What follows belongs to an exercise in optimizing a design on an open flow for small area; a production flow would make more cautious choices. No functional check of the RTL was part of any run shown here.

## flow/design.v (module list and top-level ports; edited modules follow where they fit)
// module top: 1626 lines
// module fa_cell: 4 lines
// module xnor_cell: 3 lines
// module or_cell: 3 lines
// module pp_array: 14 lines
// module wmux: 6 lines
// module ha_cell: 4 lines
module top (
    input  wire clk,
    input  wire rst_n,
    input  wire start,
    input  wire preload_valid,
    input  wire [5:0] preload_addr,
    input  wire [7:0] preload_data,
    input  wire [63:0] x_vector_flat,
    output wire [127:0] result_flat
);
  // ...
==> flow/flow/run.sh <==
#!/bin/bash
# The standard ORFS layout (the standard.sh, standard synthesis), with:
#  - port buffers made with buf_1 instead of the default delay buffer;
#  - clock tree synthesis with clkbuf_4, sink clusters of up to 8 within
#    50 um, and no dummy loads.
# make's output goes to standard.log; ORFS keeps each step's log under orfs/logs.
set -euo pipefail
bash standard.sh \
  BUFFER_PORTS_ARGS="-buffer_cell sky130_fd_sc_hd__buf_1" \
  CTS_ARGS="-sink_clustering_enable -repair_clock_nets -dont_use_dummy_load -buf_list sky130_fd_sc_hd__clkbuf_4 -sink_clustering_size 8 -sink_clustering_max_diameter 50" \
  finish > standard.log 2>&1
==> flow/standard.sh <==
#!/bin/bash
# synth_recipe.tcl (not shown) runs the flow's synth.tcl, then flattens the netlist and writes it again
# the make line also repeats each setting of config.mk as NAME=value (left out here)
make -C /OpenROAD-flow-scripts/flow DESIGN_CONFIG=/design/flow/config.mk WORK_HOME=/design/flow/orfs CLKGATE_MAP_FILE= SYNTH_SCRIPT=/design/flow/synth_recipe.tcl "${@:-finish}"
==> flow/config.mk <==
export PLATFORM = sky130hd
export DESIGN_NAME = top
export DESIGN_NICKNAME = top
export VERILOG_FILES = /design/flow/design.v
export SDC_FILE = /design/flow/constraint.sdc
export NUM_CORES = 4
export LEC_CHECK = 0
export CAP_MARGIN = 20
export CORE_MARGIN = 2
export CORE_UTILIZATION = 40
export SLEW_MARGIN = 20
export SYNTH_HIERARCHICAL = 1
export SYNTH_MINIMUM_KEEP_SIZE = 0
==> flow/constraint.sdc <==
create_clock -name core_clock -period 10.0 [get_ports {clk}]
set_input_delay 2.0000 -clock core_clock [delete_from_list [all_inputs] [get_ports {clk}]]
set_output_delay 2.0000 -clock core_clock [all_outputs]
set_load 0.01 [all_outputs]
==> reports/qor.yml, run 1 <==
outcome: "no timing/DRC/antenna violations"
crit_arrival_ns: 10.14
cts.sinks: 779
holdPathStages: 0
worstHoldStart: "x7_1[6]"
critPathMaxStageDelay_ns: 0.59
worst_ep_required_time_ns: 10.79
yosys.cell_types.count: 74
final_common_cell: "edfxtp_1"
synth_top_family_by_area: "adder cells"
fillers: 9678
synth.most_common_cell: "edfxtp_1"
utilization: 0.433
worstSetupStartpoint: "rsel[0]"
start_kind: "register"
finalSetupTns_ns: 0
critPathCaptureType: "register"
post_cts_buffers: 0
grt_use_met2: 0.310
period_share: 0.935
antenna_found_initial: 8
grtUsageMet1: 0.269
buf_share: 0.0293
yosys.area_share.xor_xnor: 0.0213
cpLargestDelayFamily: "adder cells"
synth_compound_gate_area_share: 0.0911
rrSetupSlack_ns: 0.65
grt_pass1_vias: 26400
seq_cells: 779
num_vias: 25500
die_h_um: 331
multi_input_comb_cells: 2135
async_reset_ff_frac: 0.0116
seq_share: 0.483
==> run 2, diff against run 1 <==
--- a/flow/design.v
+++ b/flow/design.v
@@ -708,19 +708,18 @@
     reg  p3_13_0;
     always @(posedge clk) p3_13_0 <= m3_c448;
     reg  p3_13_1;
     always @(posedge clk) p3_13_1 <= m3_s449;
     reg  p3_14_0;
     always @(posedge clk) p3_14_0 <= b3_pp[63];
     reg  p3_14_1;
     always @(posedge clk) p3_14_1 <= m3_c450;
-    reg  [15:0] acc_r1n;
-    always @(posedge clk) acc_r1n <= ~a_f;
-    wire [15:0] acc_r1 = ~acc_r1n;
+    reg  [15:0] acc_r1;
+    always @(posedge clk) acc_r1 <= a_f;
     wire a3_s451, a3_c452;
     xnor_cell u_a3_s451 (.a(p3_1_0), .b(p3_1_1), .y(a3_s451));
     or_cell u_a3_c452 (.a(p3_1_0), .b(p3_1_1), .y(a3_c452));
     wire a3_s453, a3_c454;
     fa_cell u_a3_s453 (.a(p3_2_0), .b(p3_2_1), .c(~(acc_r1[2])), .s(a3_s453), .co(a3_c454));
     wire a3_s455, a3_c456;
     fa_cell u_a3_s455 (.a(p3_3_0), .b(p3_3_1), .c(~(acc_r1[3])), .s(a3_s455), .co(a3_c456));
     wire a3_s457, a3_c458;
@@ -965,17 +964,107 @@
     wire a4_s593, a4_c594;
     fa_cell u_a4_s593 (.a(b4_pp[63]), .b(m4_c566), .c(~(a3[14])), .s(a4_s593), .co(a4_c594));
     wire a4_s595, a4_c596;
     assign a4_s595 = ~(1'b0 ^ ~(a3[15]));
     assign a4_c596 = 1'b0 | ~(a3[15]);
     wire a4_s597, a4_c598;
     assign a4_s597 = ~(1'b0 ^ ~(a3[15]));
     assign a4_c598 = 1'b0 | ~(a3[15]);
-    wire [16:0] s4 = ~({a4_c596, a4_c594, a4_c592, a4_c590, a4_c588, a4_c586, a4_c584, a4_c582, a4_c580, a4_c578, a4_c576, a4_c574, a4_c572, a4_c570, a4_c568, ~(a3[1]), b4_pp[0]} + {a4_s597, a4_s595, a4_s593, a4_s591, a4_s589, a4_s587, a4_s585, a4_s583, a4_s581, a4_s579, a4_s577, a4_s575, a4_s573, a4_s571, a4_s569, a4_s567, ~(a3[0])} + 17'd1);
+    wire bk4_p0 = b4_pp[0] ^ ~(a3[0]);
+    wire bk4_g0 = b4_pp[0] & ~(a3[0]);
+    wire bk4_p1 = ~(a3[1]) ^ a4_s567;
+    wire bk4_g1 = ~(a3[1]) & a4_s567;
+    wire bk4_p2 = a4_c568 ^ a4_s569;
+    wire bk4_g2 = a4_c568 & a4_s569;
+    wire bk4_p3 = a4_c570 ^ a4_s571;
+    wire bk4_g3 = a4_c570 & a4_s571;
+    wire bk4_p4 = a4_c572 ^ a4_s573;
+    wire bk4_g4 = a4_c572 & a4_s573;
+    wire bk4_p5 = a4_c574 ^ a4_s575;
+    wire bk4_g5 = a4_c574 & a4_s575;
+    wire bk4_p6 = a4_c576 ^ a4_s577;
+    wire bk4_g6 = a4_c576 & a4_s577;
+    wire bk4_p7 = a4_c578 ^ a4_s579;
+    wire bk4_g7 = a4_c578 & a4_s579;
+    wire bk4_p8 = a4_c580 ^ a4_s581;
+    wire bk4_g8 = a4_c580 & a4_s581;
+    wire bk4_p9 = a4_c582 ^ a4_s583;
+    wire bk4_g9 = a4_c582 & a4_s583;
+    wire bk4_p10 = a4_c584 ^ a4_s585;
+    wire bk4_g10 = a4_c584 & a4_s585;
+    wire bk4_p11 = a4_c586 ^ a4_s587;
+    wire bk4_g11 = a4_c586 & a4_s587;
+    wire bk4_p12 = a4_c588 ^ a4_s589;
+    wire bk4_g12 = a4_c588 & a4_s589;
+    wire bk4_p13 = a4_c590 ^ a4_s591;
+    wire bk4_g13 = a4_c590 & a4_s591;
+    wire bk4_p14 = a4_c592 ^ a4_s593;
+    wire bk4_g14 = a4_c592 & a4_s593;
+    wire bk4_p15 = a4_c594 ^ a4_s595;
+    wire bk4_g15 = a4_c594 & a4_s595;
+    wire bk4_p16 = a4_c596 ^ a4_s597;
+    wire bk4_g16 = a4_c596 & a4_s597;
+    wire bk4_g0c = bk4_g0 | bk4_p0;
+    wire bk4_G1 = bk4_g1 | (bk4_p1 & bk4_g0c);
+    wire bk4_P1 = bk4_p1 & bk4_p0;
+    wire bk4_G2 = bk4_g3 | (bk4_p3 & bk4_g2);
+    wire bk4_P2 = bk4_p3 & bk4_p2;
+    wire bk4_G3 = bk4_g5 | (bk4_p5 & bk4_g4);
+    wire bk4_P3 = bk4_p5 & bk4_p4;
+    wire bk4_G4 = bk4_g7 | (bk4_p7 & bk4_g6);
+    wire bk4_P4 = bk4_p7 & bk4_p6;
+    wire bk4_G5 = bk4_g9 | (bk4_p9 & bk4_g8);
+    wire bk4_P5 = bk4_p9 & bk4_p8;
+    wire bk4_G6 = bk4_g11 | (bk4_p11 & bk4_g10);
+    wire bk4_P6 = bk4_p11 & bk4_p10;
+    wire bk4_G7 = bk4_g13 | (bk4_p13 & bk4_g12);
+    wire bk4_P7 = bk4_p13 & bk4_p12;
+    wire bk4_G8 = bk4_g15 | (bk4_p15 & bk4_g14);
+    wire bk4_P8 = bk4_p15 & bk4_p14;
+    wire bk4_G9 = bk4_G2 | (bk4_P2 & bk4_G1);
+    wire bk4_P9 = bk4_P2 & bk4_P1;
+    wire bk4_G10 = bk4_G4 | (bk4_P4 & bk4_G3);
+    wire bk4_P10 = bk4_P4 & bk4_P3;
+    wire bk4_G11 = bk4_G6 | (bk4_P6 & bk4_G5);
+    wire bk4_P11 = bk4_P6 & bk4_P5;
+    wire bk4_G12 = bk4_G8 | (bk4_P8 & bk4_G7);
+    wire bk4_P12 = bk4_P8 & bk4_P7;
+    wire bk4_G13 = bk4_G10 | (bk4_P10 & bk4_G9);
+    wire bk4_P13 = bk4_P10 & bk4_P9;
+    wire bk4_G14 = bk4_G12 | (bk4_P12 & bk4_G11);
+    wire bk4_P14 = bk4_P12 & bk4_P11;
+    wire bk4_G15 = bk4_G14 | (bk4_P14 & bk4_G13);
+    wire bk4_P15 = bk4_P14 & bk4_P13;
+    wire bk4_G16 = bk4_G11 | (bk4_P11 & bk4_G13);
+    wire bk4_P16 = bk4_P11 & bk4_P13;
+    wire bk4_G17 = bk4_G3 | (bk4_P3 & bk4_G9);
+    wire bk4_P17 = bk4_P3 & bk4_P9;
+    wire bk4_G18 = bk4_G5 | (bk4_P5 & bk4_G13);
+    wire bk4_P18 = bk4_P5 & bk4_P13;
+    wire bk4_G19 = bk4_G7 | (bk4_P7 & bk4_G16);
+    wire bk4_P19 = bk4_P7 & bk4_P16;
+    wire bk4_G20 = bk4_g2 | (bk4_p2 & bk4_G1);
+    wire bk4_P20 = bk4_p2 & bk4_P1;
+    wire bk4_G21 = bk4_g4 | (bk4_p4 & bk4_G9);
+    wire bk4_P21 = bk4_p4 & bk4_P9;
+    wire bk4_G22 = bk4_g6 | (bk4_p6 & bk4_G17);
+    wire bk4_P22 = bk4_p6 & bk4_P17;
+    wire bk4_G23 = bk4_g8 | (bk4_p8 & bk4_G13);
+    wire bk4_P23 = bk4_p8 & bk4_P13;
+    wire bk4_G24 = bk4_g10 | (bk4_p10 & bk4_G18);
+    wire bk4_P24 = bk4_p10 & bk4_P18;
+    wire bk4_G25 = bk4_g12 | (bk4_p12 & bk4_G16);
+    wire bk4_P25 = bk4_p12 & bk4_P16;
+    wire bk4_G26 = bk4_g14 | (bk4_p14 & bk4_G19);
+    wire bk4_P26 = bk4_p14 & bk4_P19;
+    wire bk4_G27 = bk4_g16 | (bk4_p16 & bk4_G15);
+    wire bk4_P27 = bk4_p16 & bk4_P15;
+    wire [16:0] bk4_sum = {(bk4_p16 ^ bk4_G15), (bk4_p15 ^ bk4_G26), (bk4_p14 ^ bk4_G19), (bk4_p13 ^ bk4_G25), (bk4_p12 ^ bk4_G16), (bk4_p11 ^ bk4_G24), (bk4_p10 ^ bk4_G18), (bk4_p9 ^ bk4_G23), (bk4_p8 ^ bk4_G13), (bk4_p7 ^ bk4_G22), (bk4_p6 ^ bk4_G17), (bk4_p5 ^ bk4_G21), (bk4_p4 ^ bk4_G9), (bk4_p3 ^ bk4_G20), (bk4_p2 ^ bk4_G1), (bk4_p1 ^ bk4_g0c), (bk4_p0 ^ 1'b1)};
+    wire [16:0] s4 = ~bk4_sum;
     wire [15:0] a4 = (s4[16] != s4[15]) ? (s4[16] ? 16'h8000 : 16'h7fff) : s4[15:0];
     wire [63:0] b5_pp;
     pp_array u_b5_pp (.w(wt5), .x(x5), .n(b5_pp));
     wire m5_s599, m5_c600;
     xnor_cell u_m5_s599 (.a(b5_pp[6]), .b(b5_pp[13]), .y(m5_s599));
     or_cell u_m5_c600 (.a(b5_pp[6]), .b(b5_pp[13]), .y(m5_c600));
     wire m5_s601, m5_c602;
     fa_cell u_m5_s601 (.a(b5_pp[7]), .b(b5_pp[14]), .c(b5_pp[21]), .s(m5_s601), .co(m5_c602));
@@ -1246,19 +1335,18 @@
     reg  p6_13_0;
     always @(posedge clk) p6_13_0 <= m6_c796;
     reg  p6_13_1;
     always @(posedge clk) p6_13_1 <= m6_s797;
     reg  p6_14_0;
     always @(posedge clk) p6_14_0 <= b6_pp[63];
     reg  p6_14_1;
     always @(posedge clk) p6_14_1 <= m6_c798;
-    reg  [15:0] acc_r2n;
-    always @(posedge clk) acc_r2n <= ~a5;
-    wire [15:0] acc_r2 = ~acc_r2n;
+    reg  [15:0] acc_r2;
+    always @(posedge clk) acc_r2 <= a5;
     wire a6_s799, a6_c800;
     xnor_cell u_a6_s799 (.a(p6_1_0), .b(p6_1_1), .y(a6_s799));
     or_cell u_a6_c800 (.a(p6_1_0), .b(p6_1_1), .y(a6_c800));
     wire a6_s801, a6_c802;
     fa_cell u_a6_s801 (.a(p6_2_0), .b(p6_2_1), .c(~(acc_r2[2])), .s(a6_s801), .co(a6_c802));
     wire a6_s803, a6_c804;
     fa_cell u_a6_s803 (.a(p6_3_0), .b(p6_3_1), .c(~(acc_r2[3])), .s(a6_s803), .co(a6_c804));
     wire a6_s805, a6_c806;
==> flow/flow/run.sh (replaced) <==
#!/bin/bash
# The standard ORFS layout (the standard.sh, standard synthesis), with:
#  - port buffers made with buf_1 instead of the default delay buffer;
#  - clock tree synthesis with clkbuf_4, sink clusters of up to 9 within
#    55 um, and no dummy loads.
# make's output goes to standard.log; ORFS keeps each step's log under orfs/logs.
set -euo pipefail
bash standard.sh \
  BUFFER_PORTS_ARGS="-buffer_cell sky130_fd_sc_hd__buf_1" \
  CTS_ARGS="-sink_clustering_enable -repair_clock_nets -dont_use_dummy_load -buf_list sky130_fd_sc_hd__clkbuf_4 -sink_clustering_size 9 -sink_clustering_max_diameter 55" \
  finish > standard.log 2>&1
==> reports/qor.yml, run 2 <==
cpLargestDelayFamily: "adder cells"
row_count: 119
multi_input_area_sq_um: 19200
relSlewSlack: 0.296
grtUsageMet1: 0.254  # -0.0148
worstHoldStart: "x7_1[6]"
synth_largest_area_cell: "edfxtp_1"
clk_pin_slew_ns: 0.10
cts_hold_buffers: 0
worstMarginPinSlew_ns: 1.05
critPathMaxStageDelay_ns: 0.54  # -0.05 ns
place_hpwl_um: 73000
overflow: 0
synth_ff_type: "edfxtp_1"
gp_congestion: 0.851
start_kind: "register"
largest_register: "w"
ant_nets: 0
first_pass_iters: 19
largest_reg_flops: 512
async_reset_ff_frac: 0.0116  # unchanged
synth_area_sq_um: 42600
synth_top_area_frac: 0.452
coreArea_sq_um: 105000
drv_slew: 0
wire_per_inst_um: 21.2
yosysSeqAreaShare: 0.518
critical_path.max_fanout: 14
synth.avg_cell_area_sq_um: 13.7
fillers: 9698  # +0.21%
setup_slack_ns: 0.499
crit_arrival_ns: 10.30  # +0.16 ns
worstSetupStartpoint: "rsel[0]"
yosysWarningCount: 9
final_common_cell: "edfxtp_1"
h-tree-depth: 3
hold_viol_final: 0
rr_startpoint: "rsel[0]"
maxCapViolCount: 0
wl_um: 101000
final_nets: 4004
fin_area_sq_um: 45700
dieWidth_um: 330
grt_use_met2: 0.319  # +0.00888
crit_type: "reg2reg"
worstSkewPairLatency_ns: 0.97
grt_usage: 0.189
drc: 0
syn_inst: 3112
cts.sinks: 779  # unchanged
final_cell_mix: "edfxtp_1 (640), fa_1 (444), nand2_1 (440), a22oi_1 (232), buf_1 (208)"
reg_top3: "w (512), result_n (128)"
grt_max_degree: 90
synth.most_common_cell: "edfxtp_1"
dpl-instance-area_sq_um: 44800
hp-class: "reg2reg"
initial_utilization: 0.404
die_h_um: 330  # -0.21%
port_buffers: 209
top_level_ports: 210
critPathMostFrequentCell: "fa_1"
regArea_sq_um: 22100
rsz0062_at_grt: "no"
synthToLayoutAreaGrowth_pct: 7.35
netlist_top_cells_count: "edfxtp_1 (640), fa_1 (444), nand2_1 (441), a22oi_1 (232), nor2_1 (143)"
finalSetupTns_ns: 0  # unchanged
synth-edff-count: 640
fmax_ghz: 0.105
grt_pass1_vias: 26100  # -1.2%
grt-busiest-layer: "met2"
dieArea_sq_um: 109000
syn_nets: 3749
antenna_found_initial: 4  # -4
dr.first_iter.drc_count: 1982
num_vias: 25300  # -0.65%
pre_cts_slack_ns: 0.483
finClkSkew_ns: 0.128
rrSetupSlack_ns: 0.50  # -0.15 ns
yosys-top-cells-area: "edfxtp_1 (45%), fa_1 (21%), dfxtp_1 (6.1%)"
vias_per_cell: 5.32
yosys.cell_types.count: 64  # -14%
grt_util_met3: 0.0283
critPathCaptureType: "register"
finalCriticalPeriod_ns: 9.50
setup-violations-final: 0
final_layout_size_suffix_gt1_frac: 0.0782
outcome: "no timing/DRC/antenna violations"
cp_slowest_cell: "fa_1"
clk_path_buf_depth: 3
holdWs_ns: 0.299
grt_pass1_wl_um: 156000
cts_buffers: 104
worst_ep_required_time_ns: 10.80  # about the same
clock-root-buffer: "clkbuf_4"
period_share: 0.950  # +0.0153
ys_ff_latch: 779
cp_num_buf_inv: 1
tritoncts: "done"
-- run 2: cell types whose count changed after synthesis, moves of 10 or more --
cell | before | now
nand2b_1 | 19 | 7
nor2_1 | 154 | 143
a21oi_1 | 73 | 53
a21o_1 | 43 | 63
o21ai_0 | 110 | 127
o21a_1 | 14 | 4
inv_1 | 56 | 80
maj3_2 | 11 | 0
-- run 2: cell type report --
class | instances | area share
sequential | 779 | 0.483
multi-input combinational | 2096 | 0.421
tap | 1391 | 0.0381
timing repair buffer | 305 | 0.0338
clock buffer | 104 | 0.0171
inverter | 81 | 0.00666
antenna | 6 | 0.000329
-- run 2: metrics by stage --
step,util,cells
final,0.433,4762
after global routing,0.433,4758
after CTS,0.432,4748
after detailed placement,0.425,4644
after global placement,0.425,4644
after floorplan,-,3112
-- run 2: modules after synthesis, one instance, submodules excluded --
| module | flip-flops and latches | cells | copies in the design | cell area [sq um] |
|---|---|---|---|---|
| top | 779 | 1667 | 1 | 28300 |
| xnor_cell | 0 | 1 | 45 | 8.76 |
| or_cell | 0 | 1 | 45 | 6.26 |
| pp_array | 0 | 71 | 8 | 313 |
| wmux | 0 | 48 | 8 | 379 |
| fa_cell | 0 | 1 | 403 | 20.0 |
-- run 2: routing by layer --
layer	vias up	share of wire
met3	157	0.053
li1	11500	-
met1	12900	0.42
met4	0	0.023
met5	-	0
met2	777	0.50
-- run 2: repair_timing --
item,CTS,global route
endpoints found under the setup margin,0,13
resized for setup,0,3
setup buffers,0,8
-- run 2: kinds of logic after synthesis --
family / share of synthesized area
AOI/OAI and AO/OA: 0.0912
xor gates and xnor gates: 0.0200
adders and majority gates: 0.242
buffers and inverters: 0.0314
DFF: 0.518
muxes: 0.000706
and+or+nand+nor: 0.0967
-- run 2: final timing paths --
kind / endpoint / cells past startpoint
min in group asynchronous: cnt[1] / 2
max in group asynchronous: rsel[1] / 2
worst max-delay path: acc_r2[6] / 29
worst min-delay path: x7_2[6] / 0
worst max register to register: acc_r2[6] / 29
worst min register to register: x7_2[6] / 0
-- run 2: worst reg2reg max path: cells and delay by family (launching register included) --
kind	cells	cell delay [ns]
XOR/XNOR	1	0.22
AO/OA/AOI/OAI	11	2.79
buffers and inverters	1	0.10
flip-flops	1	0.42
adder cells (fa/ha/maj)	10	4.07
AND/OR/NAND/NOR	6	1.79

static timing again, ports no longer ideal:
No port has a modelled driver above. Below, the same layouts with a new extraction and two added sets of constraints.
Step 1 assumes that a clkbuf_16 drives the clock port and a buf_2 every other input.
Step 2, shift: input delay + t, output delay - t, t = (earliest + latest rising clock arrival at the registers) / 2. This alone moves slack from input paths to output paths.
Slacks: ideal ports / drivers / drivers and shift; pairs: ideal ports / drivers.
run | t, ns | slack for setup (ns) | worst slew at a driven data input, ns
run 1 | 0.934 | 0.651 / 0.651 / 0.651 | 0.10
run 2 | 0.958 | 0.499 / 0.499 / 0.499 | 0.08
After both steps setup and hold are still met in every run listed.
